This is an optimization exercise on Yosys and OpenROAD, whose aim is small area, a short achievable clock period and few clock cycles, not a production implementation.

==> module full_reciprocal, before the edit <==
module full_reciprocal(
input logic clk,
input logic rst,  
input logic start,
output logic ready,
input logic [15:0] input0,
output logic [23:0] output0  
);
localparam int FL = 15;           
localparam int XW = FL - 1;       
localparam int KMAX = 1 << (20 - FL);
logic          busy;   
logic          first;  
logic [15:0]   x;      
logic [XW:0]   p;      
logic [19:0]   q;      
logic [19:0]   res;    
assign output0 = {4'b0, res};
logic fast;
assign fast = |x[15:FL-1];
logic [KMAX+1:8] t;    
always_comb begin
	for (int k = 8; k <= KMAX; k++) t[k] = ({4'b0, x} <= 20'(524288 / k));
	t[KMAX+1] = 1'b0;
end
logic [19:0] fq;
always_comb begin
	fq = '0;
	for (int k = 8; k <= KMAX; k++)
		if (t[k] & ~t[k+1]) fq = fq | 20'(k);
end
logic [XW-1:0] xs;     
logic [XW-1:0] y;
logic [XW-1:0] msk;    
logic [XW-1:0] msb;    
assign xs = x[XW-1:0];
assign y  = xs - 1'b1;
always_comb begin
	msk[XW-1] = y[XW-1];
	for (int i = XW-2; i >= 0; i--) msk[i] = msk[i+1] | y[i];
	msb = y & ~(msk >> 1);
end
logic [XW-1:0] r1;
assign r1 = ~y & msk;
logic [XW+1:0] diff;
logic          qb;
logic [XW-1:0] r;
assign diff = {1'b0, p} - {2'b0, xs};
assign qb   = ~diff[XW+1];
assign r    = qb ? diff[XW-1:0] : p[XW-1:0];
logic fdone, sdone;
assign fdone = first & fast;
assign sdone = busy & ~first & q[19];
always_ff @(posedge clk) begin
	if (!busy)
		x <= input0;
	if (first) begin
		p <= {r1, 1'b0};
		q <= {{(18-XW){1'b0}}, msb, ~msk[0], 1'b1};
	end else begin
		p <= {r, 1'b0};
		q <= {q[18:0], qb};
	end
	if (!rst) begin
		if (sdone)
			res <= {q[18:0], qb};
		else if (fdone)
			res <= fq;
	end
	if (rst) begin
		busy  <= 1'b0;
		first <= 1'b0;
		ready <= 1'b0;
	end else begin
		busy  <= busy ? ~(fdone | sdone) : start;
		first <= ~busy & start;
		ready <= fdone | sdone;
	end
end
endmodule
export LEC_CHECK = 0
export CAP_MARGIN = 20
export CORE_MARGIN = 2
export CORE_UTILIZATION = 40
export SLEW_MARGIN = 20
create_clock -name core_clock -period 8.0 [get_ports {clk}]
standard.sh (not shown) runs the stock make flow with config.mk's settings and CLKGATE_MAP_FILE= SYNTH_SCRIPT=/design/flow/synth_recipe.tcl, a recipe that flattens the netlist after the stock synthesis.
==> flow/flow/run.sh <==
#!/bin/bash
set -euo pipefail
MARGIN=$(cat flow/margin.txt)
bash standard.sh SETUP_SLACK_MARGIN=$MARGIN finish > standard_flow.log 2>&1
==> flow/flow/margin.txt <==
5.5
The starting point ran to the end with no violations.
Next try:
--- a/flow/design.v
+++ b/flow/design.v
@@ -6,9 +6,9 @@
 output logic ready,
 input logic [15:0] input0,
 output logic [23:0] output0  
 );
-localparam int FL = 15;           
+localparam int FL = 16;           
 localparam int XW = FL - 1;       
 localparam int KMAX = 1 << (20 - FL);
 logic          busy;   
 logic          first;  
@@ -33,14 +33,19 @@
 logic [XW-1:0] xs;     
 logic [XW-1:0] y;
 logic [XW-1:0] msk;    
 logic [XW-1:0] msb;    
+logic [XW:0]   hi;     
+logic [XW-1:0] lo;     
 assign xs = x[XW-1:0];
 assign y  = xs - 1'b1;
 always_comb begin
-	msk[XW-1] = y[XW-1];
-	for (int i = XW-2; i >= 0; i--) msk[i] = msk[i+1] | y[i];
-	msb = y & ~(msk >> 1);
+	hi[XW] = 1'b0;
+	for (int i = XW-1; i >= 0; i--) hi[i] = hi[i+1] | xs[i];
+	lo[0] = 1'b0;
+	for (int i = 1; i < XW; i++) lo[i] = lo[i-1] | xs[i-1];
+	for (int i = 0; i < XW; i++) msk[i] = hi[i+1] | (xs[i] & lo[i]);
+	msb = msk & ~(msk >> 1);
 end
 logic [XW-1:0] r1;
 assign r1 = ~y & msk;
 logic [XW+1:0] diff;
The changed run passed the timing, design-rule and antenna checks.
Clock skew is about the same.
Global-route usage went down by 5.1 points.
Synthesized area went down by 10%.
Cell count drops by 15%.
Hold slack is worse by 4.6 ps.
Count of clock-buffer cells in the layout goes down by 1.
Design area went down by about 18%.
Die area drops by 9.7%.
Sequential share of layout area is higher by 6.0 points.
Critical path depth shrinks by 3.
Register-to-register slack improved by 240 ps.
Synthesized cell count decreases by 11%.
Function was not checked in any run of this note: the RTL went through the layout flow alone.

## run G
Another version of the RTL of full_reciprocal (not shown whole).
Size: about 500 cells after synthesis, ~44 I/O pins, roughly 4600 um2 of cells after synthesis.
==> module full_reciprocal, before the edit <==
module full_reciprocal(
input logic clk,
input logic rst,  
input logic start,
output logic ready,
input logic [15:0] input0,
output logic [23:0] output0  
);
localparam int FL = 16;           
localparam int XW = FL - 1;       
localparam int KMAX = 1 << (20 - FL);
logic          busy;   
logic          first;  
logic [15:0]   x;      
logic [XW:0]   p;      
logic [19:0]   q;      
logic [19:0]   res;    
assign output0 = {4'b0, res};
logic fast;
assign fast = |x[15:FL-1];
logic [KMAX+1:8] t;    
always_comb begin
	for (int k = 8; k <= KMAX; k++) t[k] = ({4'b0, x} <= 20'(524288 / k));
	t[KMAX+1] = 1'b0;
end
logic [19:0] fq;
always_comb begin
	fq = '0;
	for (int k = 8; k <= KMAX; k++)
		if (t[k] & ~t[k+1]) fq = fq | 20'(k);
end
logic [XW-1:0] xs;     
logic [XW-1:0] msk;    
logic [XW-1:0] msb;    
assign xs = x[XW-1:0];
always_comb begin
	msk[XW-1] = xs[XW-1];
	for (int i = XW-2; i >= 0; i--) msk[i] = msk[i+1] | xs[i];
	msb = xs & ~(msk >> 1);
end
logic [XW-1:0] r1;
assign r1 = (-xs) & msk;
logic [XW+1:0] diff;
logic          qb;
logic [XW-1:0] r;
assign diff = {1'b0, p} - {2'b0, xs};
assign qb   = ~diff[XW+1];
assign r    = qb ? diff[XW-1:0] : p[XW-1:0];
logic        pow2;
logic [19:0] xrev;
always_ff @(posedge clk) pow2 <= (xs & (xs - 1'b1)) == '0;
always_comb begin
	xrev = '0;
	for (int i = 0; i < XW; i++) xrev[19-i] = xs[i];
end
logic fdone, sdone;
assign fdone = first & fast;
assign sdone = busy & ~first & q[19];
always_ff @(posedge clk) begin
	if (!busy)
		x <= input0;
	if (first) begin
		p <= {r1, 1'b0};
		q <= {{(18-XW){1'b0}}, msb, 2'b01};
	end else begin
		p <= {r, 1'b0};
		q <= {q[18:0], qb};
	end
	if (!rst) begin
		if (sdone)
			res <= pow2 ? xrev : {q[18:0], qb};
		else if (fdone)
			res <= fq;
	end
	if (rst) begin
		busy  <= 1'b0;
		first <= 1'b0;
		ready <= 1'b0;
	end else begin
		busy  <= busy ? ~(fdone | sdone) : start;
		first <= ~busy & start;
		ready <= fdone | sdone;
	end
end
endmodule
make LEC_CHECK=0 CAP_MARGIN=20 CORE_MARGIN=2 CORE_UTILIZATION=40 SETUP_SLACK_MARGIN=5 SLEW_MARGIN=20 finish   # period 8.0 ns
run.sh (not shown) runs the stock make flow with config.mk's settings and CLKGATE_MAP_FILE= SYNTH_SCRIPT=/design/flow/synth_recipe.tcl, a recipe that flattens the netlist after the stock synthesis.
Stock flow here: none of the scripts above is used.
Modified inputs, run M compared to run G
==> flow/design.v, changed modules only <==
module full_reciprocal(
input logic clk,
input logic rst,  
input logic start,
output logic ready,
input logic [15:0] input0,
output logic [23:0] output0  
);
localparam int FL = 16;           
localparam int XW = FL - 1;       
localparam int KMAX = 1 << (20 - FL);
logic          busy;   
logic          first;  
logic [15:0]   x;      
logic [XW:0]   p;      
logic [19:0]   q;      
logic [19:0]   res;    
assign output0 = {4'b0, res};
logic fast;
assign fast = |x[15:FL-1];
logic [KMAX+1:8] t;    
always_comb begin
	for (int k = 8; k <= KMAX; k++) t[k] = ({4'b0, x} <= 20'(524288 / k));
	t[KMAX+1] = 1'b0;
end
logic [19:0] fq;
always_comb begin
	fq = '0;
	for (int k = 8; k <= KMAX; k++)
		if (t[k] & ~t[k+1]) fq = fq | 20'(k);
end
logic [XW-1:0] xs;     
logic [XW-1:0] y;
logic [XW-1:0] msk;    
logic [XW-1:0] msb;    
logic [XW:0]   hi;     
logic [XW-1:0] lo;     
assign xs = x[XW-1:0];
assign y  = xs - 1'b1;
always_comb begin
	hi[XW] = 1'b0;
	for (int i = XW-1; i >= 0; i--) hi[i] = hi[i+1] | xs[i];
	lo[0] = 1'b0;
	for (int i = 1; i < XW; i++) lo[i] = lo[i-1] | xs[i-1];
	for (int i = 0; i < XW; i++) msk[i] = hi[i+1] | (xs[i] & lo[i]);
	msb = msk & ~(msk >> 1);
end
logic [XW-1:0] r1;
assign r1 = ~y & msk;
logic [XW+1:0] d2p;
logic [XW+2:0] d1, d2, d3;
logic [1:0]    qd;
logic [XW-1:0] r;
assign d2p = {p, 1'b0};
assign d1  = {1'b0, d2p} - {3'b0, xs};
assign d2  = {1'b0, d2p} - {2'b0, xs, 1'b0};
assign d3  = {1'b0, d2p} - {3'b0, xs} - {2'b0, xs, 1'b0};
always_comb begin
	if (!d3[XW+2])      begin qd = 2'd3; r = d3[XW-1:0]; end
	else if (!d2[XW+2]) begin qd = 2'd2; r = d2[XW-1:0]; end
	else if (!d1[XW+2]) begin qd = 2'd1; r = d1[XW-1:0]; end
	else                begin qd = 2'd0; r = d2p[XW-1:0]; end
end
logic fdone, sdone;
assign fdone = first & fast;
assign sdone = busy & ~first & (q[19] | q[18]);
always_ff @(posedge clk) begin
	if (!busy)
		x <= input0;
	if (first) begin
		p <= {r1, 1'b0};
		q <= {{(18-XW){1'b0}}, msb, ~msk[0], 1'b1};
	end else begin
		p <= {r, 1'b0};
		q <= {q[17:0], qd};
	end
	if (!rst) begin
		if (sdone)
			res <= q[19] ? {q[18:0], qd[1]} : {q[17:0], qd};
		else if (fdone)
			res <= fq;
	end
	if (rst) begin
		busy  <= 1'b0;
		first <= 1'b0;
		ready <= 1'b0;
	end else begin
		busy  <= busy ? ~(fdone | sdone) : start;
		first <= ~busy & start;
		ready <= fdone | sdone;
	end
end
endmodule
## What came out
- Final net count: run M and run G compared, higher one is run M
- Going from run G to run M, largest driver fanout on the critical path went down, netlist area before placement climbed about 30%.
- Compared to run G, run M has via count of the first global-routing pass about 47% higher.
- From run G to run M the numbers moved as follows: global-route wire length before repair went up by 9.6 mm, multi-input logic area rose by 79%.
- On area growth from synthesis to final layout, the lower figure sits with run G, not run M.
No functional check of the RTL was part of any run of this note.

## separate check: timing with driven ports
No port has a modelled driver above. Below, the same layouts with a new extraction and two added sets of constraints. Step 1, drivers: a clkbuf_16 drives clk and a buf_2 each remaining input, both assumed. Step 2 adds t to the input delays and takes it off the output delays; t is the mean of the earliest and latest rising clock arrival at the registers after step 1. Input paths then give back, and output paths get back, about the clock's delay inside the block. a / b / c = ideal / step 1 / step 2; a / b = the first two.
run | t (ns) | slack for setup (ns) | worst hold slack (ns) | latest minus earliest clock arrival (ns) | worst register clock-pin slew, ns
the first run of note 1 | 0.384 | 5.232 / 5.232 / 5.184 | 0.470 / 0.470 / 0.470 | 0.012 / 0.012 | 0.07 / 0.07
the second run of note 1 | 0.363 | 5.470 / 5.470 / 5.470 | 0.466 / 0.466 / 0.466 | 0.010 / 0.010 | 0.07 / 0.07
run G | 0.376 | 5.153 / 5.153 / 5.010 | 0.455 / 0.455 / 0.455 | 0.015 / 0.014 | 0.07 / 0.07
run M | 0.359 | 3.980 / 3.980 / 3.980 | 0.475 / 0.475 / 0.475 | 0.010 / 0.010 | 0.06 / 0.06
After both steps every run listed still meets setup and hold. The setup slack of run G, which loses most, moves by 0.000 ns with the drivers and by -0.143 ns with both steps.
